Source: an optimization exercise on an open RTL-to-GDS flow (aim: small area and a short achievable clock period). Production flows keep margins and buffers that such runs may drop.
At most, simulation tests tie the RTL to the original design; equivalence was not proved.
No functional check of the RTL was part of runs 1 to 4.
No activity file was given, so power comes from the tool's default toggle rates.

<file path="flow/design.v">
module cpu_top_level(clk,rst,r0,r1,r2,r3,r4,r5,r6,r7,
                     imem_addr,imem_data,dmem_addr,dmem_wdata,dmem_we,dmem_rdata);
    input clk,rst;
    output [15:0] r0,r1,r2,r3,r4,r5,r6,r7;
    output [15:0] imem_addr;
    input [15:0] imem_data;
    output [15:0] dmem_addr,dmem_wdata;
    output dmem_we;
    input [15:0] dmem_rdata;
    reg [15:0] pc;                        
    reg [15:0] rf1,rf2,rf3,rf4,rf5,rf6,rf7;
    reg        cflag, zflag;
    reg [15:0] ir_id, pc_id;
    reg [15:0] ir_rr, pc_rr;
    reg        cancel_rr;
    reg [3:0]  op_ex;
    reg [2:0]  dest_ex;
    reg [8:0]  imm_ex;
    reg [15:0] pc2_ex, a_ex, b_ex, tgt_ex;
    reg        wr_ex, we_ex, memop_ex, invb_ex, usec_ex, cin1_ex, nand_ex, kill_ex;
    reg        fa_ex, fa_alu_ex;          
    reg        sum_ex;                    
    reg        fbp_ex, fbn_ex, nfb_ex;    
    reg [15:0] res_mem, sd_mem;
    reg        carry_mem;
    reg [2:0]  dest_mem;
    reg        wr_mem, fwd_mem, we_mem, lw_mem, cwr_mem, zwr_mem, cc_mem, zc_mem;
    reg [15:0] res_wb;
    reg        carry_wb;
    reg [2:0]  dest_wb;
    reg        wr_wb, fwd_wb, cwr_wb, zwr_wb, cc_wb, zc_wb;
    assign r0 = pc; assign r1 = rf1; assign r2 = rf2; assign r3 = rf3;
    assign r4 = rf4; assign r5 = rf5; assign r6 = rf6; assign r7 = rf7;
    assign imem_addr = pc;
    wire ex_br   = (op_ex == 4'b1000) | (op_ex == 4'b1001) | (op_ex == 4'b1010);
    wire ex_jal  = (op_ex == 4'b1100);
    wire ex_jlr  = (op_ex == 4'b1101);
    wire ex_jri  = (op_ex == 4'b1111);
    wire ex_lli  = (op_ex == 4'b0011);
    wire ex_lw   = (op_ex == 4'b0100);
    wire flush   = ex_br | ex_jal | ex_jlr | ex_jri;
    wire [15:0] a_eff = fa_ex ? res_mem : a_ex;
    wire [15:0] ain = memop_ex ? {{10{imm_ex[5]}}, imm_ex[5:0]} :
                      fa_alu_ex ? res_mem : a_ex;
    wire [15:0] bx  = ({16{fbp_ex}} & res_mem) | ({16{fbn_ex}} & ~res_mem) | ({16{nfb_ex}} & b_ex);
    wire        cin = usec_ex ? carry_mem : cin1_ex;
    wire [16:0] sum = {1'b0, ain} + {1'b0, bx} + {16'b0, cin};
    wire [15:0] alu = nand_ex ? ~(ain & ~bx) : sum[15:0];
    wire        carry_ex = ~kill_ex & (nand_ex | (sum[16] ^ invb_ex));
    wire [15:0] res_other = kill_ex ? 16'd0 : (ex_jal | ex_jlr) ? pc2_ex :
                            ex_lli ? {7'b0, imm_ex} : ~(ain & ~bx);
    wire [15:0] res_ex = sum_ex ? sum[15:0] : res_other;
    wire [3:0] op_rr = ir_rr[15:12];
    wire [2:0] fn_rr = ir_rr[2:0];
    wire [2:0] ra = ir_rr[11:9];
    wire [2:0] rb = ir_rr[8:6];
    wire rr_nz   = |ir_rr;
    wire rr_add  = (op_rr == 4'b0001);
    wire rr_nand = (op_rr == 4'b0010);
    wire rr_br   = (op_rr == 4'b1000) | (op_rr == 4'b1001) | (op_rr == 4'b1010);
    wire rr_dwr  = ((op_rr == 4'b0000) & rr_nz) | rr_add | (op_rr == 4'b0100) |
                   (op_rr == 4'b0011) | (op_rr == 4'b1100) | (op_rr == 4'b1101) |
                   (rr_nand & (fn_rr[1:0] != 2'b11));
    wire rr_dwe  = (op_rr == 4'b0101);
    wire [2:0] dest_rr = (rr_add | rr_nand) ? ir_rr[5:3] :
                         (op_rr == 4'b0000) ? ir_rr[8:6] : ir_rr[11:9];
    wire ex_fwd  = wr_ex & ~ex_lli;
    wire freeze  = wr_ex & ex_lw & ((dest_ex == ra) | (dest_ex == rb));
    wire [15:0] mem_val = lw_mem ? dmem_rdata : res_mem;
    reg [15:0] rf_a, rf_b;
    always @(*) begin
        case (ra)
            3'd0: rf_a = pc;  3'd1: rf_a = rf1; 3'd2: rf_a = rf2; 3'd3: rf_a = rf3;
            3'd4: rf_a = rf4; 3'd5: rf_a = rf5; 3'd6: rf_a = rf6; default: rf_a = rf7;
        endcase
        case (rb)
            3'd0: rf_b = pc;  3'd1: rf_b = rf1; 3'd2: rf_b = rf2; 3'd3: rf_b = rf3;
            3'd4: rf_b = rf4; 3'd5: rf_b = rf5; 3'd6: rf_b = rf6; default: rf_b = rf7;
        endcase
    end
    wire [15:0] a_old = (fwd_mem & (dest_mem == ra)) ? mem_val :
                        (fwd_wb  & (dest_wb  == ra)) ? res_wb : rf_a;
    wire [15:0] b_old = (fwd_mem & (dest_mem == rb)) ? mem_val :
                        (fwd_wb  & (dest_wb  == rb)) ? res_wb : rf_b;
    wire hit_a = ex_fwd & (dest_ex == ra);
    wire hit_b = ex_fwd & (dest_ex == rb);
    wire [14:0] off_rr = (op_rr == 4'b1100) ? {{6{ir_rr[8]}}, ir_rr[8:0]} : {{9{ir_rr[5]}}, ir_rr[5:0]};
    wire [14:0] tgt_hi = pc_rr[15:1] + off_rr;
    wire [14:0] pc2_hi = pc_rr[15:1] + 15'd1;
    wire b_imm6 = (op_rr == 4'b0000);
    wire b_imm9 = (op_rr == 4'b1111);
    wire rr_memop = (op_rr == 4'b0100) | (op_rr == 4'b0101);
    wire rr_invb  = (rr_add & fn_rr[2]) | rr_br;
    wire [15:0] a_next = a_old;
    wire [15:0] b_next = b_imm6 ? {{10{ir_rr[5]}}, ir_rr[5:0]} :
                         b_imm9 ? {{6{ir_rr[8]}}, ir_rr[8:0], 1'b0} :
                         b_old ^ {16{rr_invb}};
    wire wb_wr = wr_wb & (~cc_wb | cflag) & (~zc_wb | zflag);
    wire [15:0] rf_wd = res_wb & {16{~rst}};
    wire [7:0]  rf_we = {8{rst}} | ({8{wb_wr}} & (8'd1 << dest_wb));
    wire [15:0] pc2_if = {pc[15:1] + 15'd1, pc[0]};
    wire clr_ex = rst | freeze;
    always @(posedge clk) begin
        if (ex_jri && !rst) pc <= sum[15:0];
        else if (rst) pc <= 16'd0;
        else if (flush) pc <= (ex_br | ex_jal) ? tgt_ex : bx;
        else if (!freeze) pc <= pc2_if;
        else if (wb_wr && dest_wb == 3'd0) pc <= res_wb;
        if (rf_we[1]) rf1 <= rf_wd;
        if (rf_we[2]) rf2 <= rf_wd;
        if (rf_we[3]) rf3 <= rf_wd;
        if (rf_we[4]) rf4 <= rf_wd;
        if (rf_we[5]) rf5 <= rf_wd;
        if (rf_we[6]) rf6 <= rf_wd;
        if (rf_we[7]) rf7 <= rf_wd;
        if (cwr_wb) cflag <= carry_wb;
        if (zwr_wb) zflag <= ~|res_wb;
        if (rst) ir_id <= 16'd0;
        else if (!freeze) ir_id <= flush ? 16'd0 : imem_data;
        if (!freeze) pc_id <= pc;
        if (rst) ir_rr <= 16'd0;
        else if (!freeze) ir_rr <= ir_id;
        if (!freeze) begin
            pc_rr <= pc_id;
            cancel_rr <= flush;
        end
        kill_ex <= clr_ex;
        sum_ex <= ~clr_ex & ~(op_rr == 4'b1100) & ~(op_rr == 4'b1101) & ~(op_rr == 4'b0011) &
                  ~(rr_nand & fn_rr[2] & (fn_rr[1:0] != 2'b11));
        if (clr_ex) begin
            op_ex <= 4'd0; wr_ex <= 1'b0; we_ex <= 1'b0;
        end else begin
            op_ex <= op_rr;
            wr_ex <= rr_dwr & ~cancel_rr & ~flush;
            we_ex <= rr_dwe & ~cancel_rr & ~flush;
        end
        begin
            memop_ex <= rr_memop;
            invb_ex <= rr_invb;
            usec_ex <= rr_add & (fn_rr[1:0] == 2'b11);
            cin1_ex <= rr_br;
            nand_ex <= rr_nand & fn_rr[2] & (fn_rr[1:0] != 2'b11);
            a_ex <= a_next;
            b_ex <= b_next;
            fa_ex <= hit_a;
            fa_alu_ex <= hit_a & ~rr_memop;
            fbp_ex <= hit_b & ~b_imm6 & ~b_imm9 & ~rr_invb;
            fbn_ex <= hit_b & ~b_imm6 & ~b_imm9 & rr_invb;
            nfb_ex <= ~(hit_b & ~b_imm6 & ~b_imm9);
        end
        dest_ex <= dest_rr;
        imm_ex <= ir_rr[8:0];
        pc2_ex <= {pc2_hi, pc_rr[0]};
        tgt_ex <= {tgt_hi, pc_rr[0]};
        res_mem <= res_ex;
        sd_mem <= a_eff;
        carry_mem <= carry_ex;
        dest_mem <= dest_ex;
        lw_mem <= ex_lw;
        cwr_mem <= (op_ex == 4'b0000) | (op_ex == 4'b0001);
        zwr_mem <= (op_ex == 4'b0000) | (op_ex == 4'b0001) | (op_ex == 4'b0010) | ex_lw;
        cc_mem <= ((op_ex == 4'b0001) | (op_ex == 4'b0010)) & (imm_ex[1:0] == 2'b10);
        zc_mem <= ((op_ex == 4'b0001) | (op_ex == 4'b0010)) & (imm_ex[1:0] == 2'b01);
        if (rst) begin
            wr_mem <= 1'b0; fwd_mem <= 1'b0; we_mem <= 1'b0;
        end else begin
            wr_mem <= wr_ex; fwd_mem <= ex_fwd; we_mem <= we_ex;
        end
        res_wb <= mem_val;
        carry_wb <= carry_mem;
        dest_wb <= dest_mem;
        cwr_wb <= cwr_mem; zwr_wb <= zwr_mem; cc_wb <= cc_mem; zc_wb <= zc_mem;
        if (rst) begin
            wr_wb <= 1'b0; fwd_wb <= 1'b0;
        end else begin
            wr_wb <= wr_mem; fwd_wb <= fwd_mem;
        end
    end
    assign dmem_addr = res_mem;
    assign dmem_wdata = sd_mem;
    assign dmem_we = we_mem;
endmodule
</file>
<file path="flow/standard.sh">
#!/bin/bash
# synth_recipe.tcl (not shown) runs the flow's synth.tcl, then flattens the netlist and writes it again
# the make line also repeats each setting of config.mk as NAME=value (left out here)
make -C /OpenROAD-flow-scripts/flow DESIGN_CONFIG=/design/flow/config.mk WORK_HOME=/design/flow/orfs CLKGATE_MAP_FILE= SYNTH_SCRIPT=/design/flow/synth_recipe.tcl "${@:-finish}"
</file>
<file path="flow/flow/run.sh">
#!/bin/bash
# Standard ORFS layout, with the smallest buffer cell on the ports and a clock tree
# of fewer, larger leaf clusters.
set -euo pipefail
bash standard.sh "BUFFER_PORTS_ARGS=-buffer_cell sky130_fd_sc_hd__buf_1" \
  "CTS_ARGS=-sink_clustering_enable -repair_clock_nets -buf_list sky130_fd_sc_hd__clkbuf_16 -sink_clustering_size 24 -sink_clustering_max_diameter 100 -dont_use_dummy_load" \
  finish > standard.log 2>&1
</file>
<file path="flow/config.mk">
export PLATFORM = sky130hd
export DESIGN_NAME = cpu_top_level
export DESIGN_NICKNAME = cpu_top_level
export VERILOG_FILES = /design/flow/design.v
export SDC_FILE = /design/flow/constraint.sdc
export NUM_CORES = 4
export LEC_CHECK = 0
export CAP_MARGIN = 20
export CORE_MARGIN = 2
export CORE_UTILIZATION = 40
export PLACE_DENSITY = 0.6
export SETUP_SLACK_MARGIN = 4
export SLEW_MARGIN = 20
</file>
<file path="flow/constraint.sdc">
create_clock -name core_clock -period 7.0 [get_ports {clk}]
set_input_delay 1.4000 -clock core_clock [delete_from_list [all_inputs] [get_ports {clk}]]
set_output_delay 1.4000 -clock core_clock [all_outputs]
set_load 0.01 [all_outputs]
</file>
==> impl_metrics.yaml, run 1 <==
setup_path:
  worstPathMaxFanout: 6
  r2r-start: "fa_alu_ex"
  crit_path_end_kind: "register"
  start_kind: "register"
  crit_path_max_incr_delay_ns: 0.43
  crit_top_cell: "nor2b_1"
  crit_chain: "buf_4 > buf_12 > nor2b_1 > a211oi_1 > nor2_1 > ha_1 > nor2b_1 > o21a_1 > or2_2 > o311ai_1 > nand3_1 > a31o_1"
  arrival_ns: 3.30
  critical_path_buf_inv_count: 2
  critPathSlowestCell: "dfxtp_4"
  cp.required_ns: 7.30
  crit_family: "compound AO/OA/AOI/OAI gates"
  worstSetupStartpoint: "fa_alu_ex"
  critical_path_class: "register to register"
layout:
  fillCellCount: 4268
  drive_above_1_share: 0.136
  synthToLayoutAreaGrowth_pct: 13.5
  final_cells: 2478
  multiInputGateArea_um2: 8500
  regArea_um2: 8840
  fin_nets: 1972
  antennaDiodeCount: 0
power:
  p_int_mw: 3.55
  power_frac_clock: 0.213
  power_density_nw_per_um2: 271
  switching_share: 0.353
  ir_worst_vdd_uv: 212
  p_sw_mw: 1.94
  p_leak_nw: 7.46
  p_comb_frac: 0.252
  pwr-share-seq: 0.535
logic_synthesis:
  synth_edf_count: 163
  ys_seq_elements: 358
  syn_inst: 1710
  async_flop_share: 0
  netlist-cell-type-count: 87
  syn_avg_cell_area_um2: 10.4
  syn_nets: 1794
  synth_top_flop_cell: "dfxtp_1"
  synth_warnings: 1
  ys_seq_area_frac: 0.493
  syn_area_um2: 17800
place:
  placed_cells: 2405
  hpwlAfterDp_mm: 49.2
  gp_congestion: 0.949
  io_buffers: 210
floorplanning:
  die_h_um: 215
  rows: 77
  dieArea_um2: 46300
  core_area_um2: 44100
  io_pins: 211
  start_util: 0.404
  die_width_um: 215
sta:
  finClkSkew_ns: 0.0431
  worstMarginPinSlew_ns: 0.987
  whs_ns: 0.336
  fmax_mhz: 333
  finalCriticalPeriod_ns: 3.00
  slew_headroom: 0.341
  hold_viol: 0
  setup_viol: 0
  setup-tns-final_ns: 0
  fin_crit_sh: 0.429
  rsz0062_at_grt: "true"
  slew_viol_final: 0
global_routing:
  grt.overflow.total: 0
  grt_max_degree: 66
  grt.total_usage: 0.286
  grt_pass1_vias: 14204
  grt_pass1_wl_mm: 98.1
  antenna_found_initial: 3
cts:
  cts_hold_buf: 0
  clockBufferDepth: 3
  insertion_delay_ns: 0.56
  cts.sinks: 358
  htreeDepth: 1
  path_clk_slew_ns: 0.11
  clockRootBuffer: "clkbuf_16"
  cts_tree: "yes"
  numCtsBuffers: 19
routing:
  top_layer: "met4"
  wl_per_cell_um: 27.5
  drt_iter0_markers: 1845
  vias_per_cell: 6.03
  wl_met2_mm: 30.0
  wl_met1_mm: 29.5
  drc: 0
  dr_wl_met3_mm: 5.90
  vias: 14941
  drt_first_pass_iters: 5
  totalWireLength_mm: 68.1
  drtAntennaViolNets: 0
worst_hold_path:
  min_from: "cwr_mem"
  hold_path.class: "register to register"
job:
  maxCapViolations: 0
run_status:
  run_status: "complete, no violations"
==> worst reg2reg max path, stage by stage (launching register included) <==
cell and delay (ns):
dfxtp_4 0.43, buf_4 0.14, buf_12 0.10, nor2b_1 0.04, a211oi_1 0.23, nor2_1 0.14
ha_1 0.23, nor2b_1 0.13, o21a_1 0.20, or2_2 0.33, o311ai_1 0.39, nand3_1 0.15
a31o_1 0.23
==> power groups by stage <==
stage / combinational (mW) / clock (mW) / sequential, mW
after floorplan: 0.761 / 0 / 2.81
after detailed placement: 1.21 / 0 / 2.98
final: 1.39 / 1.17 / 2.94
after global placement: 1.21 / 0 / 2.98
after global routing: 1.48 / 1.25 / 2.96
after CTS: 1.27 / 1.18 / 2.93
==> final timing paths <==
check / cells past startpoint / slack [ns] / to
hold / removal: 0 / 0.34 / cwr_wb
setup / recovery: 12 / 4.00 / pc[15]
hold reg to reg: 0 / 0.34 / cwr_wb
setup reg to reg: 12 / 4.00 / pc[15]
==> cells in the mapped netlist, types with 8 or more instances <==
cell,instances,area [um^2]
nand2_1,126,473
nor3_1,19,95.1
ha_1,47,588
xnor2_1,51,447
nor4_1,8,50.1
o211ai_1,11,82.6
edfxtp_1,163,4890
nand3_1,33,165
a31oi_1,24,150
and3_1,13,81.3
buf_4,28,210
o21ai_0,60,300
clkbuf_1,51,191
nand4_1,14,87.6
o221ai_1,26,228
o22ai_1,43,269
nor2b_1,57,357
buf_2,33,165
nor2_1,119,447
mux2i_1,59,591
a221o_1,9,90.1
a211oi_1,31,233
o21ai_1,12,60.1
a21o_1,11,82.6
a22o_1,20,175
or2_2,10,62.6
dfxtp_1,195,3900
xor2_1,23,201
a221oi_1,20,175
buf_6,8,90.1
o31ai_1,11,82.6
nand2b_1,12,75.1
a21oi_1,111,556
mux2_2,52,586
mux4_2,8,180
inv_1,58,218
==> timing repair <==
action                                  CTS  global route
endpoints found under the setup margin   61            70
pin swaps                                 5            18
buffers inserted                         24            29
resized for setup                        32            64
cloned                                    0             1
==> sequential cells by signal, summed over array words and instances (netlist names), 4 cells and up <==
signal and count:
ir_rr 16, b_ex 16, pc_id 16, a_ex 16
imm_ex 9, rf1 16, ir_id 16, rf6 16
sd_mem 16, rf4 16, pc2_ex 15, rf7 16
res_mem 16, op_ex 4, res_wb 16, rf3 16
rf5 16, pc_rr 16, pc 16, rf2 16
tgt_ex 16
==> cell type report <==
type / count / area share
repair buffers: 284 / 0.0723
repair inverters: 1 / 0.000247
flip-flops and latches: 358 / 0.436
well taps: 592 / 0.0366
inverters: 61 / 0.0117
multi-input cells: 1163 / 0.420
clock buffers: 19 / 0.0235
==> kinds of logic (layout without fill, tap and decap cells) <==
logic type,Yosys count,after routing,share of synthesized area
fa+ha+maj,51,51,0.0369
simple gates,451,451,0.125
mux,122,122,0.0779
compound gates,462,462,0.175
xor+xnor,77,77,0.0390
buf+inv,189,365,0.0529
flops,358,358,0.493
==> routing by layer <==
layer	global-route usage	vias to the layer above
li1	-	6643
met1	0.411	7320
met2	0.442	833
met3	0.0426	145
met4	0.0940	0
met5	0	-
==> stage by stage <==
step                      power (mW)  setup WS [ns]   util  cell area, um^2
after detailed placement        4.19           3.29  0.429            18900
final                           5.50           4.00  0.459            20300
after global placement          4.19           3.30  0.428            18900
after CTS                       5.38           3.89  0.447            19700
after floorplan                 3.57           4.04      -            17900
after global routing            5.69           3.86  0.459            20300
==> placed cells by master (no fill, tap or decap), types with 12 or more instances in the layout <==
cell type / synthesis / final
mux2_2: 52 / 52
clkbuf_16: 0 / 19
dfxtp_2: 0 / 12
o21ai_1: 12 / 13
a21oi_1: 111 / 108
edfxtp_1: 163 / 163
xnor2_1: 51 / 50
inv_1: 58 / 55
nand3_1: 33 / 31
o221ai_1: 26 / 26
ha_1: 47 / 41
o22ai_1: 43 / 43
nand2_1: 126 / 125
a31oi_1: 24 / 23
buf_4: 28 / 57
nor2_1: 119 / 117
a22o_1: 20 / 20
o21ai_0: 60 / 56
mux2i_1: 59 / 57
nand4_1: 14 / 14
a221oi_1: 20 / 13
xor2_1: 23 / 20
nor3_1: 19 / 18
dfxtp_1: 195 / 177
nor2b_1: 57 / 54
and3_1: 13 / 13
a211oi_1: 31 / 30
buf_1: 6 / 209
==> run 2, diff against run 1 <==
--- a/flow/design.v
+++ b/flow/design.v
@@ -10,17 +10,14 @@
     reg [15:0] pc;                        
     reg [15:0] rf1,rf2,rf3,rf4,rf5,rf6,rf7;
     reg        cflag, zflag;
-    reg [15:0] ir_id, pc_id;
-    reg [15:0] ir_rr, pc_rr;
+    reg [15:0] ir_id, pc2_id;
+    reg [15:0] ir_rr, pc2_rr;
     reg        cancel_rr;
     reg [3:0]  op_ex;
     reg [2:0]  dest_ex;
     reg [8:0]  imm_ex;
-    reg [15:0] pc2_ex, a_ex, b_ex, tgt_ex;
-    reg        wr_ex, we_ex, memop_ex, invb_ex, usec_ex, cin1_ex, nand_ex, kill_ex;
-    reg        fa_ex, fa_alu_ex;          
-    reg        sum_ex;                    
-    reg        fbp_ex, fbn_ex, nfb_ex;    
+    reg [15:0] pc2_ex, a_ex, b_ex, tgt_ex, sd_ex;
+    reg        wr_ex, we_ex, invb_ex, usec_ex, cin1_ex, nand_ex, kill_ex;
     reg [15:0] res_mem, sd_mem;
     reg        carry_mem;
     reg [2:0]  dest_mem;
@@ -39,17 +36,16 @@
     wire ex_lli  = (op_ex == 4'b0011);
     wire ex_lw   = (op_ex == 4'b0100);
     wire flush   = ex_br | ex_jal | ex_jlr | ex_jri;
-    wire [15:0] a_eff = fa_ex ? res_mem : a_ex;
-    wire [15:0] ain = memop_ex ? {{10{imm_ex[5]}}, imm_ex[5:0]} :
-                      fa_alu_ex ? res_mem : a_ex;
-    wire [15:0] bx  = ({16{fbp_ex}} & res_mem) | ({16{fbn_ex}} & ~res_mem) | ({16{nfb_ex}} & b_ex);
+    wire [15:0] ain = a_ex;
+    wire [15:0] bx  = b_ex;
     wire        cin = usec_ex ? carry_mem : cin1_ex;
     wire [16:0] sum = {1'b0, ain} + {1'b0, bx} + {16'b0, cin};
     wire [15:0] alu = nand_ex ? ~(ain & ~bx) : sum[15:0];
     wire        carry_ex = ~kill_ex & (nand_ex | (sum[16] ^ invb_ex));
-    wire [15:0] res_other = kill_ex ? 16'd0 : (ex_jal | ex_jlr) ? pc2_ex :
-                            ex_lli ? {7'b0, imm_ex} : ~(ain & ~bx);
-    wire [15:0] res_ex = sum_ex ? sum[15:0] : res_other;
+    wire [15:0] res_ex = kill_ex ? 16'd0 : (ex_jal | ex_jlr) ? pc2_ex :
+                         ex_lli ? {7'b0, imm_ex} : alu;
+    wire [15:0] target = (ex_br | ex_jal) ? tgt_ex :
+                         ex_jlr ? b_ex : alu;
     wire [3:0] op_rr = ir_rr[15:12];
     wire [2:0] fn_rr = ir_rr[2:0];
     wire [2:0] ra = ir_rr[11:9];
@@ -85,26 +81,24 @@
     wire hit_a = ex_fwd & (dest_ex == ra);
     wire hit_b = ex_fwd & (dest_ex == rb);
     wire [14:0] off_rr = (op_rr == 4'b1100) ? {{6{ir_rr[8]}}, ir_rr[8:0]} : {{9{ir_rr[5]}}, ir_rr[5:0]};
-    wire [14:0] tgt_hi = pc_rr[15:1] + off_rr;
-    wire [14:0] pc2_hi = pc_rr[15:1] + 15'd1;
+    wire [14:0] tgt_hi = pc2_rr[15:1] + off_rr - 15'd1;
     wire b_imm6 = (op_rr == 4'b0000);
     wire b_imm9 = (op_rr == 4'b1111);
     wire rr_memop = (op_rr == 4'b0100) | (op_rr == 4'b0101);
     wire rr_invb  = (rr_add & fn_rr[2]) | rr_br;
-    wire [15:0] a_next = a_old;
-    wire [15:0] b_next = b_imm6 ? {{10{ir_rr[5]}}, ir_rr[5:0]} :
-                         b_imm9 ? {{6{ir_rr[8]}}, ir_rr[8:0], 1'b0} :
-                         b_old ^ {16{rr_invb}};
+    wire [15:0] a_val  = hit_a ? res_ex : a_old;
+    wire [15:0] a_next = rr_memop ? {{10{ir_rr[5]}}, ir_rr[5:0]} : a_val;
+    wire [15:0] b_next = (b_imm6 ? {{10{ir_rr[5]}}, ir_rr[5:0]} :
+                          b_imm9 ? {{6{ir_rr[8]}}, ir_rr[8:0], 1'b0} :
+                          hit_b ? res_ex : b_old) ^ {16{rr_invb}};
     wire wb_wr = wr_wb & (~cc_wb | cflag) & (~zc_wb | zflag);
     wire [15:0] rf_wd = res_wb & {16{~rst}};
     wire [7:0]  rf_we = {8{rst}} | ({8{wb_wr}} & (8'd1 << dest_wb));
     wire [15:0] pc2_if = {pc[15:1] + 15'd1, pc[0]};
     wire clr_ex = rst | freeze;
     always @(posedge clk) begin
-        if (ex_jri && !rst) pc <= sum[15:0];
-        else if (rst) pc <= 16'd0;
-        else if (flush) pc <= (ex_br | ex_jal) ? tgt_ex : bx;
-        else if (!freeze) pc <= pc2_if;
+        if (rst) pc <= 16'd0;
+        else if (!freeze) pc <= flush ? target : pc2_if;
         else if (wb_wr && dest_wb == 3'd0) pc <= res_wb;
         if (rf_we[1]) rf1 <= rf_wd;
         if (rf_we[2]) rf2 <= rf_wd;
@@ -117,16 +111,14 @@
         if (zwr_wb) zflag <= ~|res_wb;
         if (rst) ir_id <= 16'd0;
         else if (!freeze) ir_id <= flush ? 16'd0 : imem_data;
-        if (!freeze) pc_id <= pc;
+        if (!freeze) pc2_id <= pc2_if;
         if (rst) ir_rr <= 16'd0;
         else if (!freeze) ir_rr <= ir_id;
         if (!freeze) begin
-            pc_rr <= pc_id;
+            pc2_rr <= pc2_id;
             cancel_rr <= flush;
         end
         kill_ex <= clr_ex;
-        sum_ex <= ~clr_ex & ~(op_rr == 4'b1100) & ~(op_rr == 4'b1101) & ~(op_rr == 4'b0011) &
-                  ~(rr_nand & fn_rr[2] & (fn_rr[1:0] != 2'b11));
         if (clr_ex) begin
             op_ex <= 4'd0; wr_ex <= 1'b0; we_ex <= 1'b0;
         end else begin
@@ -135,25 +127,20 @@
             we_ex <= rr_dwe & ~cancel_rr & ~flush;
         end
         begin
-            memop_ex <= rr_memop;
             invb_ex <= rr_invb;
             usec_ex <= rr_add & (fn_rr[1:0] == 2'b11);
             cin1_ex <= rr_br;
             nand_ex <= rr_nand & fn_rr[2] & (fn_rr[1:0] != 2'b11);
             a_ex <= a_next;
             b_ex <= b_next;
-            fa_ex <= hit_a;
-            fa_alu_ex <= hit_a & ~rr_memop;
-            fbp_ex <= hit_b & ~b_imm6 & ~b_imm9 & ~rr_invb;
-            fbn_ex <= hit_b & ~b_imm6 & ~b_imm9 & rr_invb;
-            nfb_ex <= ~(hit_b & ~b_imm6 & ~b_imm9);
+            sd_ex <= a_val;
         end
         dest_ex <= dest_rr;
         imm_ex <= ir_rr[8:0];
-        pc2_ex <= {pc2_hi, pc_rr[0]};
-        tgt_ex <= {tgt_hi, pc_rr[0]};
+        pc2_ex <= pc2_rr;
+        tgt_ex <= {tgt_hi, pc2_rr[0]};
         res_mem <= res_ex;
-        sd_mem <= a_eff;
+        sd_mem <= sd_ex;
         carry_mem <= carry_ex;
         dest_mem <= dest_ex;
         lw_mem <= ex_lw;
==> impl_metrics.yaml, run 2 <==
global_routing:
  grt_max_degree: 74
  grt_pass1_vias: 13462
  grt.overflow.total: 0
  grt.total_usage: 0.262
  antenna_found_initial: 0
  grt_pass1_wl_mm: 89.9
floorplanning:
  rows: 77
  core_area_um2: 43900
  io_pins: 211
  die_width_um: 214
  die_h_um: 214
  start_util: 0.402
  dieArea_um2: 45900
setup_path:
  critPathSlowestCell: "o221ai_1"
  start_kind: "register"
  crit_path_end_kind: "register"
  crit_chain: "inv_1 > ha_1 > or2_1 > a211oi_4 > buf_4 > mux2i_1 > a21oi_1 > o221ai_1 > o211ai_1 > o221ai_1 > xnor2_1"
  crit_family: "compound AO/OA/AOI/OAI gates"
  cp.required_ns: 7.40
  crit_path_max_incr_delay_ns: 0.58
  worstPathMaxFanout: 4
  arrival_ns: 3.50
  critical_path_buf_inv_count: 2
  rrSetupSlack_ns: 3.91
  crit_top_cell: "o221ai_1"
  critical_path_class: "register to register"
routing:
  drt_first_pass_iters: 6
  vias: 14509
  wl_per_cell_um: 25.7
  drtAntennaViolNets: 0
  totalWireLength_mm: 62.6
  drt_iter0_markers: 1594
  vias_per_cell: 5.96
  drc: 0
sta:
  finClkSkew_ns: 0.0595
  fmax_mhz: 323
  slew_headroom: 0.237
  worst_slack_ns: 3.91
  hold_viol: 0
  fin_crit_sh: 0.442
  worstMarginPinSlew_ns: 1.14
  whs_ns: 0.330
  slew_viol_final: 0
  setup_viol: 0
  finalCriticalPeriod_ns: 3.09
  setup-tns-final_ns: 0
  rsz0062_at_grt: "true"
logic_synthesis:
  ys_seq_area_frac: 0.499
  synth_top_flop_cell: "dfxtp_1"
  ys_seq_elements: 367
  synth_top_cell_area_share: 0.250
  synth_warnings: 1
  netlist-cell-type-count: 88
  syn_inst: 1691
  yosysTopAreaCell: "edfxtp_1"
  synthTopCellsByCount: "dfxtp_1 (220), edfxtp_1 (147), nand2_1 (136), a21oi_1 (124), nor2_1 (99)"
  syn_nets: 1787
  synth_edf_count: 147
  syn_area_um2: 17700
  syn_avg_cell_area_um2: 10.4
  synth.most_common_cell: "dfxtp_1"
  synth.area.top_cells: "edfxtp_1 (25%), dfxtp_1 (25%), ha_1 (4.2%)"
  async_flop_share: 0
cts:
  path_clk_slew_ns: 0.11
  numCtsBuffers: 19
  insertion_delay_ns: 0.56
  clockRootBuffer: "clkbuf_16"
  htreeDepth: 1
  cts_tree: "yes"
  cts.sinks: 367
  clockBufferDepth: 3
power:
  ir_worst_vdd_uv: 171
  power_mw: 5.80
  power_density_nw_per_um2: 290
  p_leak_nw: 7.44
layout:
  antennaDiodeCount: 0
  final_common_cell: "buf_1"
  synthToLayoutAreaGrowth_pct: 13.1
  fin_nets: 1939
  final_cells: 2433
  final_cell_mix: "buf_1 (209), dfxtp_1 (203), edfxtp_1 (147)"
  drive_above_1_share: 0.130
  fillCellCount: 4248
worst_hold_path:
  hold_path.class: "register to register"
place:
  preCtsSetupSlack_ns: 3.38
  gp_congestion: 0.966
  hpwlAfterDp_mm: 46.0
  io_buffers: 210
  placed_cells: 2389
run_status:
  run_status: "complete, no violations"
job:
  maxCapViolations: 0
run 2: cell count changes after synthesis, sizes merged, moves of 15 or more:
cell,delta
a22o,-16
nor2,-21
nor2b,-23
clkbuf,+18
inv,+39
edfxtp,-16
o22ai,-31
a211oi,-17
buf,-21
dfxtp,+25
mux4,+20
a221oi,+19
nand3,+15
run 2: per-layer routing:
layer | track usage | part of all wire
met1 | 0.373 | 0.42
met3 | 0.0481 | 0.098
met2 | 0.389 | 0.43
met4 | 0.115 | 0.053
met5 | 0 | 0
run 2: final timing paths:
kind,from,end,cells after the start
min reg2reg,sd_ex[0],sd_mem[0],0
max,b_ex[4],b_ex[5],11
min,sd_ex[0],sd_mem[0],0
max reg2reg,b_ex[4],b_ex[5],11
run 2: worst register-to-register path: stages, from the launching register on:
cell and delay [ns]:
dfxtp_1 0.35, inv_1 0.06, ha_1 0.33, or2_1 0.34
a211oi_4 0.31, buf_4 0.18, mux2i_1 0.23, a21oi_1 0.09
o221ai_1 0.58, o211ai_1 0.17, o221ai_1 0.13, xnor2_1 0.20
run 2: final cells by class:
class / instances / area, um^2 / area share
Timing Repair Buffer: 255 / 1220 / 0.0613
Multi-Input combinational cell: 1101 / 8300 / 0.416
Sequential cell: 367 / 8860 / 0.443
Inverter: 99 / 377 / 0.0189
Clock buffer: 19 / 475 / 0.0238
Tap cell: 592 / 741 / 0.0371
run 2: cells by family (layout without fill, tap and decap cells):
kind of cell    Yosys count  in the layout  synth area share
simple gates            450            451             0.127
compound gates          398            398             0.149
flops                   367            367             0.499
buf+inv                 224            373            0.0538
mux                     133            133            0.0985
fa+ha+maj                63             63            0.0457
xor+xnor                 56             56            0.0278
run 2: where the power goes:
part	switching, mW	leakage [nW]	total, mW	internal [mW]
Sequential	0.359	3.40	2.97	2.61
Combinational	0.996	3.81	1.67	0.669
Clock	0.676	0.234	1.16	0.488
Total	2.03	7.44	5.80	3.76
run 2: stage by stage:
stage | utilization | area (um^2)
after floorplan | - | 17700
final | 0.455 | 20000
after detailed placement | 0.430 | 18900
after global routing | 0.455 | 20000
after CTS | 0.447 | 19600
after global placement | 0.429 | 18900
run 2: timing repair:
action                                  CTS  global route
hold buffers                              0             0
gates resized for setup                  53            55
buffers inserted                          9            13
endpoints found under the setup margin   75            51
cloned                                    1             0
pin swaps                                17            19
==> run 3, diff against run 2 <==
--- a/flow/config.mk
+++ b/flow/config.mk
@@ -9,5 +9,5 @@
 export CORE_MARGIN = 2
 export CORE_UTILIZATION = 40
 export PLACE_DENSITY = 0.6
-export SETUP_SLACK_MARGIN = 4
+export SETUP_SLACK_MARGIN = 4.4
 export SLEW_MARGIN = 20
==> impl_metrics.yaml, run 3 <==
cts:
  cts_tree: "yes"
  htreeDepth: 1
  insertion_delay_ns: 0.56
  cts_hold_buf: 0
  clockRootBuffer: "clkbuf_16"
  clockBufferDepth: 3
  numCtsBuffers: 19
  cts.sinks: 367
  path_clk_slew_ns: 0.10
run_status:
  run_status: "complete, no violations"
logic_synthesis:
  yosysTopAreaCell: "edfxtp_1"
  ys_seq_area_frac: 0.499
  syn_nets: 1787
  synth_edf_count: 147
  syn_area_um2: 17700
  syn_inst: 1691
  async_flop_share: 0
  ys_seq_elements: 367
  synth_top_flop_cell: "dfxtp_1"
  synth.area.top_cells: "edfxtp_1 (25%), dfxtp_1 (25%), ha_1 (4.2%)"
  netlist-cell-type-count: 88
  synthTopCellsByCount: "dfxtp_1 (220), edfxtp_1 (147), nand2_1 (136), a21oi_1 (124), nor2_1 (99)"
  synth.most_common_cell: "dfxtp_1"
  synth_warnings: 1
  syn_avg_cell_area_um2: 10.4
  synth_top_cell_area_share: 0.250
setup_path:
  rrSetupSlack_ns: 3.81
  cp.required_ns: 7.42
  crit_chain: "mux2_4 > fa_2 > inv_2 > fa_2 > o21ba_4 > o2111ai_4 > nor3b_2 > o2111ai_1 > mux2i_1 > a22o_2 > mux2_4 > a21bo_2"
  arrival_ns: 3.61
  critical_path.endpoint: "a_ex[10]"
  crit_family: "compound AO/OA/AOI/OAI gates"
  start_kind: "register"
  reg2reg_to: "a_ex[10]"
  worstSetupStartpoint: "usec_ex"
  reg2reg_depth: 12
  crit_path_end_kind: "register"
  crit_cells: 12
  worstPathMaxFanout: 4
  critical_path_buf_inv_count: 1
  critPathSlowestCell: "fa_2"
  crit_path_max_incr_delay_ns: 0.38
  r2r-start: "usec_ex"
  critical_path_class: "register to register"
global_routing:
  grt_max_degree: 71
  grt_pass1_vias: 14213
  antenna_found_initial: 3
  grt.total_usage: 0.279
  grt.overflow.total: 0
  grt_pass1_wl_mm: 96.2
place:
  hpwlAfterDp_mm: 47.6
  preCtsSetupSlack_ns: 3.34
  gp_congestion: 0.964
  io_buffers: 210
layout:
  synthToLayoutAreaGrowth_pct: 24.1
  final_common_cell: "buf_1"
  antennaDiodeCount: 0
  fin_nets: 2052
  drive_above_1_share: 0.256
  final_cell_mix: "buf_1 (198), dfxtp_1 (180), edfxtp_1 (147)"
floorplanning:
  core_area_um2: 43900
  rows: 77
  io_pins: 211
  die_width_um: 214
  dieArea_um2: 45900
  die_h_um: 214
  start_util: 0.402
sta:
  rsz0062_at_grt: "true"
  worstMarginPinSlew_ns: 1.16
  setup_viol: 0
  setup-tns-final_ns: 0
  worst_slack_ns: 3.81
  hold_viol: 0
  whs_ns: 0.328
  slew_headroom: 0.224
  slew_viol_final: 0
  finClkSkew_ns: 0.0441
  fin_crit_sh: 0.456
  fmax_mhz: 313
  finalCriticalPeriod_ns: 3.19
routing:
  drt_first_pass_iters: 5
  totalWireLength_mm: 67.1
  vias: 15268
  drtAntennaViolNets: 0
  vias_per_cell: 6.00
  drt_iter0_markers: 1765
  wl_per_cell_um: 26.4
  drc: 0
power:
  ir_worst_vdd_uv: 168
  power_density_nw_per_um2: 287
  power_mw: 6.30
  p_leak_nw: 8.29
job:
  maxCapViolations: 0
worst_hold_path:
  hold_depth: 0
  hold_path.class: "register to register"
## run 3: cell count changes in the layout (fill, tap and decap cells not counted), moves of 13 or more
cell	before	now
buf_4	30	116
dfxtp_1	203	180
buf_6	6	26
dfxtp_4	7	27
a21oi_1	117	103
a221oi_1	36	22
ha_1	56	42
a221oi_2	3	16
## run 3: power by group
part           switching (mW)  internal, mW  leakage, nW  total (mW)
clock                   0.671         0.488        0.234        1.16
combinational            1.20         0.964         4.64        2.17
sequential              0.367          2.61         3.41        2.97
total                    2.24          4.06         8.29        6.30
## run 3: how the worst min path moves through the flow
stage / start / endpoint / slack [ns]
5_1_grt: sd_ex[2] / sd_mem[2] / 0.34
4_1_cts: sd_ex[2] / sd_mem[2] / 0.33
3_3_place_gp: sd_ex[5] / sd_mem[5] / 0.31
6_report: sd_ex[12] / sd_mem[12] / 0.33
3_5_place_dp: sd_ex[2] / sd_mem[2] / 0.31
2_1_floorplan: cc_mem / cc_wb / 0.31
## run 3: timing repair
item	4_1_cts	5_1_grt
setup endpoints to repair	325	195
setup buffers	86	44
pin swaps	68	56
cloned	3	2
gates resized for setup	237	103
## run 3: cell type report
cell class,count,area (um^2)
fillers,4008,22000
multi-input cells,1103,9160
flip-flops and latches,367,8940
repair buffers,366,2240
well taps,592,741
clock buffers,19,475
inverters,99,385
## run 3: worst reg2reg max path, cell delays in order, from the launching register on
cell	delay (ns)
dfxtp_2	0.34
mux2_4	0.31
fa_2	0.38
inv_2	0.08
fa_2	0.22
o21ba_4	0.17
o2111ai_4	0.16
nor3b_2	0.20
o2111ai_1	0.20
mux2i_1	0.17
a22o_2	0.32
mux2_4	0.30
a21bo_2	0.19
## run 3: layer usage
layer / global-route usage / vias up / wire [um] / part of all wire
met5: 0 / - / 54 / 0.00080
met4: 0.113 / 6 / 3350 / 0.050
met3: 0.0533 / 162 / 7650 / 0.11
met2: 0.416 / 987 / 28800 / 0.43
met1: 0.398 / 7450 / 27300 / 0.41
li1: - / 6663 / - / -
## run 3: kinds of logic after synthesis
kind of cell	count (synthesis)	share of synthesized area
adders and majority gates	63	0.0457
AOI/OAI and AO/OA	398	0.149
buffers and inverters	224	0.0538
and+or+nand+nor	450	0.127
muxes	133	0.0985
DFF	367	0.499
xor gates and xnor gates	56	0.0278
## run 3: through the flow
stage,cell area (um^2),utilization,instances
floorplan,17800,-,1691
global placement,19000,0.432,2390
detailed placement,19000,0.433,2391
CTS,21100,0.481,2499
global route,21900,0.499,2546
finish,21900,0.499,2546
==> run 4, diff against run 3 <==
--- a/flow/design.v
+++ b/flow/design.v
@@ -18,6 +18,7 @@
     reg [8:0]  imm_ex;
     reg [15:0] pc2_ex, a_ex, b_ex, tgt_ex, sd_ex;
     reg        wr_ex, we_ex, invb_ex, usec_ex, cin1_ex, nand_ex, kill_ex;
+    reg        link_ex, sum_ex;           
     reg [15:0] res_mem, sd_mem;
     reg        carry_mem;
     reg [2:0]  dest_mem;
@@ -40,12 +41,12 @@
     wire [15:0] bx  = b_ex;
     wire        cin = usec_ex ? carry_mem : cin1_ex;
     wire [16:0] sum = {1'b0, ain} + {1'b0, bx} + {16'b0, cin};
-    wire [15:0] alu = nand_ex ? ~(ain & ~bx) : sum[15:0];
+    wire [15:0] nres = ~(ain & ~b_ex);
+    wire [15:0] alu = nand_ex ? nres : sum[15:0];
     wire        carry_ex = ~kill_ex & (nand_ex | (sum[16] ^ invb_ex));
-    wire [15:0] res_ex = kill_ex ? 16'd0 : (ex_jal | ex_jlr) ? pc2_ex :
-                         ex_lli ? {7'b0, imm_ex} : alu;
-    wire [15:0] target = (ex_br | ex_jal) ? tgt_ex :
-                         ex_jlr ? b_ex : alu;
+    wire [15:0] res_other = kill_ex ? 16'd0 : link_ex ? pc2_ex :
+                            ex_lli ? {7'b0, imm_ex} : nres;
+    wire [15:0] res_ex = sum_ex ? sum[15:0] : res_other;
     wire [3:0] op_rr = ir_rr[15:12];
     wire [2:0] fn_rr = ir_rr[2:0];
     wire [2:0] ra = ir_rr[11:9];
@@ -84,21 +85,32 @@
     wire [14:0] tgt_hi = pc2_rr[15:1] + off_rr - 15'd1;
     wire b_imm6 = (op_rr == 4'b0000);
     wire b_imm9 = (op_rr == 4'b1111);
+    wire take_a = hit_a & sum_ex;
+    wire take_b = hit_b & sum_ex & ~b_imm6 & ~b_imm9;
+    wire [15:0] a_other = hit_a ? (link_ex ? pc2_ex : nres) : a_old;
+    wire [15:0] b_other = b_imm6 ? {{10{ir_rr[5]}}, ir_rr[5:0]} :
+                          b_imm9 ? {{6{ir_rr[8]}}, ir_rr[8:0], 1'b0} :
+                          hit_b ? (link_ex ? pc2_ex : nres) : b_old;
     wire rr_memop = (op_rr == 4'b0100) | (op_rr == 4'b0101);
     wire rr_invb  = (rr_add & fn_rr[2]) | rr_br;
-    wire [15:0] a_val  = hit_a ? res_ex : a_old;
-    wire [15:0] a_next = rr_memop ? {{10{ir_rr[5]}}, ir_rr[5:0]} : a_val;
-    wire [15:0] b_next = (b_imm6 ? {{10{ir_rr[5]}}, ir_rr[5:0]} :
-                          b_imm9 ? {{6{ir_rr[8]}}, ir_rr[8:0], 1'b0} :
-                          hit_b ? res_ex : b_old) ^ {16{rr_invb}};
+    wire take_a_alu = take_a & ~rr_memop;
+    wire take_bp = take_b & ~rr_invb;
+    wire take_bn = take_b & rr_invb;
+    wire [15:0] sd_next = take_a ? sum[15:0] : a_other;
+    wire [15:0] a_next = take_a_alu ? sum[15:0] :
+                         rr_memop ? {{10{ir_rr[5]}}, ir_rr[5:0]} : a_other;
+    wire [15:0] b_next = take_bp ? sum[15:0] : take_bn ? ~sum[15:0] :
+                         b_other ^ {16{rr_invb}};
     wire wb_wr = wr_wb & (~cc_wb | cflag) & (~zc_wb | zflag);
     wire [15:0] rf_wd = res_wb & {16{~rst}};
     wire [7:0]  rf_we = {8{rst}} | ({8{wb_wr}} & (8'd1 << dest_wb));
     wire [15:0] pc2_if = {pc[15:1] + 15'd1, pc[0]};
     wire clr_ex = rst | freeze;
     always @(posedge clk) begin
-        if (rst) pc <= 16'd0;
-        else if (!freeze) pc <= flush ? target : pc2_if;
+        if (ex_jri && !rst) pc <= sum[15:0];
+        else if (rst) pc <= 16'd0;
+        else if (flush) pc <= (ex_br | ex_jal) ? tgt_ex : b_ex;
+        else if (!freeze) pc <= pc2_if;
         else if (wb_wr && dest_wb == 3'd0) pc <= res_wb;
         if (rf_we[1]) rf1 <= rf_wd;
         if (rf_we[2]) rf2 <= rf_wd;
@@ -119,6 +131,9 @@
             cancel_rr <= flush;
         end
         kill_ex <= clr_ex;
+        link_ex <= ~clr_ex & ((op_rr == 4'b1100) | (op_rr == 4'b1101));
+        sum_ex <= ~clr_ex & (op_rr != 4'b1100) & (op_rr != 4'b1101) & (op_rr != 4'b0011) &
+                  ~(rr_nand & fn_rr[2] & (fn_rr[1:0] != 2'b11));
         if (clr_ex) begin
             op_ex <= 4'd0; wr_ex <= 1'b0; we_ex <= 1'b0;
         end else begin
@@ -133,7 +148,7 @@
             nand_ex <= rr_nand & fn_rr[2] & (fn_rr[1:0] != 2'b11);
             a_ex <= a_next;
             b_ex <= b_next;
-            sd_ex <= a_val;
+            sd_ex <= sd_next;
         end
         dest_ex <= dest_rr;
         imm_ex <= ir_rr[8:0];
--- a/flow/config.mk
+++ b/flow/config.mk
@@ -9,5 +9,5 @@
 export CORE_MARGIN = 2
 export CORE_UTILIZATION = 40
 export PLACE_DENSITY = 0.6
-export SETUP_SLACK_MARGIN = 4.4
+export SETUP_SLACK_MARGIN = 4.3
 export SLEW_MARGIN = 20
==> impl_metrics.yaml, run 4 <==
cts:
  path_clk_slew_ns: 0.11
  htreeDepth: 1
  cts_tree: "yes"
  insertion_delay_ns: 0.57
  cts.sinks: 369
  numCtsBuffers: 20
  cts_hold_buf: 0
  clockRootBuffer: "clkbuf_16"
  clockBufferDepth: 3
power:
  p_int_mw: 4.13
  p_sw_mw: 2.58
  p_comb_frac: 0.357
  pwr-share-seq: 0.460
  power_frac_clock: 0.182
  switching_share: 0.384
  ir_worst_vdd_uv: 181
  power_mw: 6.71
  p_leak_nw: 8.08
  power_density_nw_per_um2: 308
logic_synthesis:
  ys_seq_area_frac: 0.493
  synth.most_common_cell: "dfxtp_1"
  synth_top_flop_cell: "dfxtp_1"
  syn_area_um2: 18300
  syn_avg_cell_area_um2: 10.2
  syn_nets: 1891
  synthTopCellsByCount: "dfxtp_1 (206), edfxtp_1 (163), nand2_1 (142), nor2_1 (139), a21oi_1 (109)"
  synth_edf_count: 163
  netlist-cell-type-count: 86
  yosysTopAreaCell: "edfxtp_1"
  synth.area.top_cells: "edfxtp_1 (27%), dfxtp_1 (23%), ha_1 (4.0%)"
  synth_warnings: 1
  async_flop_share: 0
  synth_top_cell_area_share: 0.268
  syn_inst: 1795
  ys_seq_elements: 369
routing:
  wl_per_cell_um: 28.0
  drt_iter0_markers: 2438
  drt_first_pass_iters: 6
  drc: 0
  drtAntennaViolNets: 0
  vias_per_cell: 6.14
  totalWireLength_mm: 73.0
  vias: 16021
setup_path:
  critPathSlowestCell: "fa_2"
  crit_path_end_kind: "register"
  critical_path_class: "register to register"
  crit_chain: "mux2_4 > fa_2 > inv_2 > fa_2 > nor2_4 > o311a_4 > o211ai_1 > nand3b_1 > a221oi_4 > nor4b_2 > a2111oi_2"
  r2r-start: "usec_ex"
  critical_path_buf_inv_count: 1
  crit_top_cell: "fa_2"
  cp.required_ns: 7.43
  start_kind: "register"
  crit_family: "compound AO/OA/AOI/OAI gates"
  arrival_ns: 3.39
  worstSetupStartpoint: "usec_ex"
  crit_path_max_incr_delay_ns: 0.36
  worstPathMaxFanout: 3
sta:
  setup-tns-final_ns: 0
  finClkSkew_ns: 0.0551
  slew_headroom: 0.203
  slew_viol_final: 0
  rsz0062_at_grt: "true"
  worst_slack_ns: 4.04
  hold_viol: 0
  finalCriticalPeriod_ns: 2.96
  fmax_mhz: 338
  worstMarginPinSlew_ns: 1.20
  setup_viol: 0
  fin_crit_sh: 0.422
  whs_ns: 0.332
floorplanning:
  start_util: 0.404
  rows: 78
  die_width_um: 218
  die_h_um: 218
  io_pins: 211
  dieArea_um2: 47500
  core_area_um2: 45300
layout:
  final_common_cell: "buf_1"
  drive_above_1_share: 0.181
  fin_nets: 2104
  synthToLayoutAreaGrowth_pct: 19.1
  fin_util: 0.481
  final_cell_mix: "buf_1 (200), dfxtp_1 (183), edfxtp_1 (163)"
worst_hold_path:
  min_from: "sd_ex[12]"
  hold_path.class: "register to register"
global_routing:
  grt_pass1_wl_mm: 101
  grt_max_degree: 63
  grt.total_usage: 0.293
  grt.overflow.total: 0
  antenna_found_initial: 3
  grt_pass1_vias: 14457
place:
  io_buffers: 210
  gp_congestion: 0.987
  hpwlAfterDp_mm: 51.2
  preCtsSetupSlack_ns: 3.21
run_status:
  run_status: "complete, no violations"
job:
  maxCapViolations: 0
run 4: area by class of cell:
type | count | area, um^2
sequential | 369 | 9070
multi-input combinational | 1193 | 9040
inverter | 102 | 418
fill | 4234 | 23500
antenna | 2 | 5.00
tap | 600 | 751
timing repair buffer | 322 | 2000
clock buffer | 20 | 500
run 4: routing by layer:
metal,wire length [um],GRT usage
met1,29600,0.424
met2,31800,0.436
met3,8550,0.0561
met4,2990,0.101
met5,23,0
run 4: path summary, 6_finish.rpt:
kind                      to  slack, ns  depth (start not counted)
setup reg to reg   carry_mem       4.04                         11
hold reg to reg   sd_mem[12]       0.33                          0
setup / recovery   carry_mem       4.04                         11
hold / removal    sd_mem[12]       0.33                          0
run 4: what timing repair did:
| action | CTS | global route |
|---|---|---|
| buffers inserted | 59 | 25 |
| gates cloned | 0 | 5 |
| resized for setup | 121 | 124 |
| setup endpoints to repair | 311 | 105 |
| pin swaps | 42 | 54 |
run 4: power groups by stage:
stage	clock network (mW)	logic, mW	registers, mW
2_1_floorplan	0	1.09	2.98
3_3_place_gp	0	1.82	3.13
3_5_place_dp	0	1.82	3.13
4_1_cts	1.23	2.11	3.07
5_1_grt	1.30	2.51	3.11
6_report	1.22	2.40	3.09
run 4: cell families (layout without fill, tap and decap cells):
logic type      Yosys count  after routing  share of synthesized area
flops                   369            369                      0.493
fa+ha+maj                63             63                     0.0442
other cells               0              2                          0
buf+inv                 233            444                     0.0578
xor+xnor                 71             71                     0.0340
compound gates          452            452                      0.165
simple gates            505            505                      0.136
mux                     102            102                     0.0708
run 4: per-stage QoR:
step	cell area, um^2	cells
global route	21800	2606
global placement	19400	2496
floorplan	18400	1795
detailed placement	19400	2496
CTS	20900	2575
finish	21800	2608
==> run 5, diff against run 4 <==
--- a/flow/design.v
+++ b/flow/design.v
@@ -16,8 +16,8 @@
     reg [3:0]  op_ex;
     reg [2:0]  dest_ex;
     reg [8:0]  imm_ex;
-    reg [15:0] pc2_ex, a_ex, b_ex, tgt_ex, sd_ex;
-    reg        wr_ex, we_ex, invb_ex, usec_ex, cin1_ex, nand_ex, kill_ex;
+    reg [15:0] pc2_ex, a_ex, b_ex, tgt_ex;
+    reg        wr_ex, we_ex, memop_ex, invb_ex, usec_ex, cin1_ex, nand_ex, kill_ex;
     reg        link_ex, sum_ex;           
     reg [15:0] res_mem, sd_mem;
     reg        carry_mem;
@@ -37,8 +37,8 @@
     wire ex_lli  = (op_ex == 4'b0011);
     wire ex_lw   = (op_ex == 4'b0100);
     wire flush   = ex_br | ex_jal | ex_jlr | ex_jri;
-    wire [15:0] ain = a_ex;
-    wire [15:0] bx  = b_ex;
+    wire [15:0] ain = memop_ex ? {{10{imm_ex[5]}}, imm_ex[5:0]} : a_ex;
+    wire [15:0] bx  = b_ex ^ {16{invb_ex}};
     wire        cin = usec_ex ? carry_mem : cin1_ex;
     wire [16:0] sum = {1'b0, ain} + {1'b0, bx} + {16'b0, cin};
     wire [15:0] nres = ~(ain & ~b_ex);
@@ -91,16 +91,8 @@
     wire [15:0] b_other = b_imm6 ? {{10{ir_rr[5]}}, ir_rr[5:0]} :
                           b_imm9 ? {{6{ir_rr[8]}}, ir_rr[8:0], 1'b0} :
                           hit_b ? (link_ex ? pc2_ex : nres) : b_old;
-    wire rr_memop = (op_rr == 4'b0100) | (op_rr == 4'b0101);
-    wire rr_invb  = (rr_add & fn_rr[2]) | rr_br;
-    wire take_a_alu = take_a & ~rr_memop;
-    wire take_bp = take_b & ~rr_invb;
-    wire take_bn = take_b & rr_invb;
-    wire [15:0] sd_next = take_a ? sum[15:0] : a_other;
-    wire [15:0] a_next = take_a_alu ? sum[15:0] :
-                         rr_memop ? {{10{ir_rr[5]}}, ir_rr[5:0]} : a_other;
-    wire [15:0] b_next = take_bp ? sum[15:0] : take_bn ? ~sum[15:0] :
-                         b_other ^ {16{rr_invb}};
+    wire [15:0] a_next = take_a ? sum[15:0] : a_other;
+    wire [15:0] b_next = take_b ? sum[15:0] : b_other;
     wire wb_wr = wr_wb & (~cc_wb | cflag) & (~zc_wb | zflag);
     wire [15:0] rf_wd = res_wb & {16{~rst}};
     wire [7:0]  rf_we = {8{rst}} | ({8{wb_wr}} & (8'd1 << dest_wb));
@@ -142,20 +134,20 @@
             we_ex <= rr_dwe & ~cancel_rr & ~flush;
         end
         begin
-            invb_ex <= rr_invb;
+            memop_ex <= (op_rr == 4'b0100) | (op_rr == 4'b0101);
+            invb_ex <= (rr_add & fn_rr[2]) | rr_br;
             usec_ex <= rr_add & (fn_rr[1:0] == 2'b11);
             cin1_ex <= rr_br;
             nand_ex <= rr_nand & fn_rr[2] & (fn_rr[1:0] != 2'b11);
             a_ex <= a_next;
             b_ex <= b_next;
-            sd_ex <= sd_next;
         end
         dest_ex <= dest_rr;
         imm_ex <= ir_rr[8:0];
         pc2_ex <= pc2_rr;
         tgt_ex <= {tgt_hi, pc2_rr[0]};
         res_mem <= res_ex;
-        sd_mem <= sd_ex;
+        sd_mem <= a_ex;
         carry_mem <= carry_ex;
         dest_mem <= dest_ex;
         lw_mem <= ex_lw;
==> impl_metrics.yaml, run 5 <==
routing:
  drtAntennaViolNets: 0
  totalWireLength_mm: 67.0
  vias: 15230
  drt_first_pass_iters: 6
  wl_per_cell_um: 26.5
  vias_per_cell: 6.03
  drt_iter0_markers: 1653
  drc: 0
layout:
  fillCellCount: 4060
  final_cell_mix: "buf_1 (202), dfxtp_1 (171), edfxtp_1 (163)"
  drive_above_1_share: 0.173
  final_common_cell: "buf_1"
  synthToLayoutAreaGrowth_pct: 20.0
  fin_util: 0.485
  final_cells: 2526
  fin_nets: 2022
setup_path:
  reg2reg_to: "a_ex[14]"
  cp.required_ns: 7.43
  r2r-start: "memop_ex"
  worstPathMaxFanout: 8
  critical_path_class: "register to register"
  start_kind: "register"
  worstSetupStartpoint: "memop_ex"
  arrival_ns: 3.34
  crit_path_end_kind: "register"
  rrSetupSlack_ns: 4.09
  reg2reg_depth: 11
logic_synthesis:
  synth_top_cell_area_share: 0.282
  async_flop_share: 0
  synth_warnings: 1
  syn_avg_cell_area_um2: 10.1
  syn_nets: 1803
  synth.most_common_cell: "dfxtp_1"
  synthTopCellsByCount: "dfxtp_1 (191), edfxtp_1 (163), a21oi_1 (143), nand2_1 (143), nor2_1 (107)"
  yosysTopAreaCell: "edfxtp_1"
  netlist-cell-type-count: 70
  syn_inst: 1723
  synth.area.top_cells: "edfxtp_1 (28%), dfxtp_1 (22%), a21oi_1 (4.1%)"
  syn_area_um2: 17400
  synth_top_flop_cell: "dfxtp_1"
  ys_seq_elements: 354
  synth_edf_count: 163
  ys_seq_area_frac: 0.502
sta:
  setup_viol: 0
  fmax_mhz: 344
  rsz0062_at_grt: "true"
  fin_crit_sh: 0.416
  slew_viol_final: 0
  worstMarginPinSlew_ns: 0.823
  finalCriticalPeriod_ns: 2.91
  finClkSkew_ns: 0.0479
  setup-tns-final_ns: 0
  hold_viol: 0
  whs_ns: 0.335
  slew_headroom: 0.451
power:
  p_leak_nw: 7.80
  power_mw: 6.20
  power_density_nw_per_um2: 298
  ir_worst_vdd_uv: 198
global_routing:
  antenna_found_initial: 1
  grt_pass1_wl_mm: 93.4
  grt.overflow.total: 0
  grt.total_usage: 0.283
  grt_pass1_vias: 13859
  grt_max_degree: 61
floorplanning:
  dieArea_um2: 45100
  start_util: 0.404
  core_area_um2: 43000
  die_h_um: 212
  rows: 76
  io_pins: 211
  die_width_um: 212
worst_hold_path:
  hold_path.class: "register to register"
  min_from: "cwr_mem"
  hold_depth: 0
  min_to: "cwr_wb"
place:
  hpwlAfterDp_mm: 45.7
  placed_cells: 2416
  io_buffers: 210
  gp_congestion: 0.960
cts:
  cts_tree: "yes"
  clockBufferDepth: 3
  numCtsBuffers: 19
  htreeDepth: 1
  clockRootBuffer: "clkbuf_16"
  path_clk_slew_ns: 0.10
  cts.sinks: 354
  insertion_delay_ns: 0.55
run_status:
  run_status: "complete, no violations"
job:
  maxCapViolations: 0
[run 5: cell count changes after synthesis, sizes merged, moves of 13 or more]
cell / delta
dfxtp: -15
clkbuf: +16
ha: -16
xor2: +20
a21oi: +34
o211ai: -16
a211oi: -17
buf: -19
nor2: -32
o21ai: +18
xnor2: -17
a22oi: +13
[run 5: worst max-delay path by stage]
stage / endpoint / slack, ns / depth (start not counted)
6_report: a_ex[14] / 4.09 / 11
5_1_grt: pc[14] / 4.04 / 11
4_1_cts: pc[14] / 4.10 / 11
3_5_place_dp: pc[13] / 3.03 / 6
3_3_place_gp: pc[13] / 3.07 / 6
2_1_floorplan: rf1[0] / 4.10 / 3
[run 5: final cells by class]
cell class	count	area, um^2	area share
clock buffers	19	475	0.0228
well taps	585	732	0.0351
flip-flops and latches	354	8780	0.421
repair buffers	325	1960	0.0939
diodes	1	2.50	0.000120
inverters	93	385	0.0185
multi-input cells	1149	8510	0.408
[run 5: stage by stage]
step	setup WS [ns]	instance area (um^2)
after floorplan	4.10	17500
after global placement	3.07	18600
after detailed placement	3.03	18600
after CTS	4.10	20000
after global routing	4.04	20800
final	4.09	20800
[run 5: per-layer routing]
layer	wire length (um)	up-vias	track usage
met3	7190	133	0.0538
met1	27800	7447	0.405
met5	0	-	0
li1	-	6693	-
met2	29100	957	0.427
met4	2900	0	0.101
[run 5: kinds of logic after synthesis]
kind of cell | after synthesis | share of synthesized area
buffers and inverters | 221 | 0.0540
AND/OR/NAND/NOR | 464 | 0.127
AO/OA/AOI/OAI | 464 | 0.169
XOR/XNOR | 74 | 0.0373
adder cells (fa/ha/maj) | 47 | 0.0350
multiplexers | 99 | 0.0757
flip-flops | 354 | 0.502
[run 5: timing repair]
item | in CTS | in global routing
hold buffers | 0 | 0
setup buffers | 55 | 29
pin swaps | 27 | 56
hold endpoints to repair | 0 | 0
endpoints found under the setup margin | 253 | 79
gates cloned | 1 | 5
resized for setup | 108 | 121
[run 5: power breakdown]
group / leakage [nW] / internal [mW] / total (mW) / switching [mW]
Clock: 0.234 / 0.488 / 1.17 / 0.679
Combinational: 4.22 / 0.847 / 2.11 / 1.27
Sequential: 3.35 / 2.57 / 2.92 / 0.346
[run 5: worst max-delay path: stages (launching register included)]
cell	delay, ns
dfxtp_4	0.42
mux2i_4	0.21
fa_2	0.39
fa_2	0.38
nor2b_4	0.15
o31ai_4	0.08
a211oi_2	0.32
buf_4	0.19
o21ai_1	0.07
a21oi_1	0.14
nor3_1	0.06
or3_1	0.37
==> run 6, diff against run 5 <==
--- a/flow/config.mk
+++ b/flow/config.mk
@@ -9,5 +9,5 @@
 export CORE_MARGIN = 2
 export CORE_UTILIZATION = 40
 export PLACE_DENSITY = 0.6
-export SETUP_SLACK_MARGIN = 4.3
+export SETUP_SLACK_MARGIN = 3.9
 export SLEW_MARGIN = 20
==> impl_metrics.yaml, run 6 <==
run_status:
  run_status: "complete, no violations"
power:
  p_comb_frac: 0.302
  power_density_nw_per_um2: 301
  pwr-share-seq: 0.500
  p_leak_nw: 7.28
  power_mw: 5.87
  ir_worst_vdd_uv: 146
  switching_share: 0.368
  p_sw_mw: 2.16
  p_int_mw: 3.71
  power_frac_clock: 0.197
logic_synthesis:
  syn_inst: 1723
  synth.area.top_cells: "edfxtp_1 (28%), dfxtp_1 (22%), a21oi_1 (4.1%)"
  syn_nets: 1803
  ys_seq_area_frac: 0.502
  synthTopCellsByCount: "dfxtp_1 (191), edfxtp_1 (163), a21oi_1 (143), nand2_1 (143), nor2_1 (107)"
  syn_area_um2: 17400
  synth.most_common_cell: "dfxtp_1"
  synth_top_cell_area_share: 0.282
  synth_top_flop_cell: "dfxtp_1"
  async_flop_share: 0
  synth_warnings: 1
  netlist-cell-type-count: 70
  yosysTopAreaCell: "edfxtp_1"
  synth_edf_count: 163
  syn_avg_cell_area_um2: 10.1
  ys_seq_elements: 354
cts:
  insertion_delay_ns: 0.57
  htreeDepth: 1
  clockBufferDepth: 3
  cts.sinks: 354
  path_clk_slew_ns: 0.10
  clockRootBuffer: "clkbuf_16"
  numCtsBuffers: 19
  cts_tree: "yes"
layout:
  final_cell_mix: "buf_1 (209), dfxtp_1 (175), edfxtp_1 (163)"
  drive_above_1_share: 0.0956
  final_common_cell: "buf_1"
  final_area_um2: 19500
  final_cells: 2459
  fin_nets: 1955
  synthToLayoutAreaGrowth_pct: 12.2
sta:
  setup_viol: 0
  fin_crit_sh: 0.433
  rsz0062_at_grt: "true"
  setup-tns-final_ns: 0
  finClkSkew_ns: 0.0656
  whs_ns: 0.332
  worstMarginPinSlew_ns: 1.01
  fmax_mhz: 330
  slew_viol_final: 0
  hold_viol: 0
  finalCriticalPeriod_ns: 3.03
  slew_headroom: 0.326
setup_path:
  crit_path_max_incr_delay_ns: 0.48
  crit_path_end_kind: "register"
  crit_chain: "mux2i_1 > fa_2 > fa_1 > nor2b_2 > o31ai_2 > a211oi_2 > o21a_4 > nor4b_2 > a211oi_2 > buf_4 > o22ai_1"
  critical_path_buf_inv_count: 1
  crit_top_cell: "a211oi_2"
  cp.required_ns: 7.27
  critPathSlowestCell: "fa_1"
  critical_path_class: "register to register"
  crit_family: "compound AO/OA/AOI/OAI gates"
  arrival_ns: 3.30
  worstPathMaxFanout: 7
  start_kind: "register"
routing:
  vias: 14700
  drt_first_pass_iters: 5
  vias_per_cell: 5.98
  totalWireLength_mm: 62.8
  drc: 0
  wl_per_cell_um: 25.5
  drtAntennaViolNets: 0
  drt_iter0_markers: 1860
global_routing:
  antenna_found_initial: 3
  grt.overflow.total: 0
  grt_pass1_vias: 13387
  grt.total_usage: 0.273
  grt_pass1_wl_mm: 90.1
  grt_max_degree: 57
place:
  placed_cells: 2415
  hpwlAfterDp_mm: 45.3
  gp_congestion: 0.963
  postPlaceCellArea_um2: 18600
  io_buffers: 210
floorplanning:
  rows: 76
  die_h_um: 212
  start_util: 0.404
  core_area_um2: 43000
  dieArea_um2: 45100
  io_pins: 211
  die_width_um: 212
job:
  maxCapViolations: 0
worst_hold_path:
  hold_path.class: "register to register"
run 6: cell counts after synthesis:
Identical to the previous run, type by type.
run 6: final timing paths:
kind / from / to / slack, ns / depth (start not counted)
worst min-delay path: cc_mem / cc_wb / 0.33 / 0
worst max register to register: memop_ex / pc[14] / 3.97 / 11
worst max-delay path: memop_ex / pc[14] / 3.97 / 11
worst min register to register: cc_mem / cc_wb / 0.33 / 0
run 6: cell families (layout without fill, tap and decap cells):
kind of cell	count (synthesis)	count (layout)	synth area share
other cells	0	1	0
flops	354	354	0.502
compound gates	464	464	0.169
buf+inv	221	370	0.0540
fa+ha+maj	47	47	0.0350
xor+xnor	74	74	0.0373
simple gates	464	465	0.127
mux	99	99	0.0757
run 6: power groups by stage:
stage	combinational [mW]	sequential [mW]	clock, mW
after global routing	1.90	2.97	1.24
final	1.77	2.94	1.16
after CTS	1.69	2.92	1.18
after global placement	1.63	2.96	0
after detailed placement	1.64	2.97	0
after floorplan	1.01	2.88	0
run 6: cell type report:
| type | instances | area, um^2 |
|---|---|---|
| flip-flops and latches | 354 | 8750 |
| multi-input cells | 1149 | 7970 |
| repair buffers | 258 | 1190 |
| well taps | 585 | 732 |
| clock buffers | 19 | 475 |
| fillers | 4156 | 23500 |
| inverters | 93 | 358 |
| diodes | 1 | 2.50 |
run 6: per-stage QoR:
step | utilization | worst slack [ns]
final | 0.453 | 3.97
after global routing | 0.453 | 3.84
after CTS | 0.449 | 3.86
after detailed placement | 0.432 | 2.79
after global placement | 0.432 | 2.80
after floorplan | - | 3.88
run 6: repair_timing:
item,CTS,global route
endpoints found under the setup margin,131,39
buffers inserted,18,4
resized for setup,31,29
pin swaps,2,2
hold buffers,0,0
cloned,1,0
run 6: routing by layer:
| layer | GRT usage | vias up | part of all wire |
|---|---|---|---|
| li1 | - | 6542 | - |
| met1 | 0.392 | 7190 | 0.43 |
| met2 | 0.414 | 856 | 0.43 |
| met3 | 0.0619 | 110 | 0.11 |
| met4 | 0.0719 | 2 | 0.031 |
| met5 | 0 | - | 0.00029 |

re-timing with driven ports:
The results above use ideal ports. As a check the final layouts listed here were re-extracted and re-timed, cells and wires unchanged.
Step 1 assumes that a clkbuf_16 drives the clock port and a buf_2 every other input.
Step 2 times the ports against the registers' clock, not the clock port: input delays grow and output delays shrink by t, the midpoint of the rising clock arrivals with the driver on.
Slacks: ideal / step 1 / step 2; pairs: ideal / step 1.
| run | t (ns) | slack for setup (ns) | worst setup path after step 2 |
|---|---|---|---|
| run 1 | 0.598 | 3.999 / 3.947 / 3.584 | input to register |
| run 2 | 0.582 | 3.905 / 3.905 / 3.591 | input to register |
| run 3 | 0.595 | 3.808 / 3.808 / 3.808 | register to register |
| run 4 | 0.604 | 4.043 / 4.043 / 3.842 | input to register |
| run 5 | 0.584 | 4.090 / 4.090 / 3.778 | input to register |
| run 6 | 0.590 | 3.972 / 3.925 / 3.427 | input to register |
After both steps every run listed still meets setup and hold. The setup slack of run 6, which loses most, moves by -0.047 ns with the drivers and by -0.545 ns with both steps.
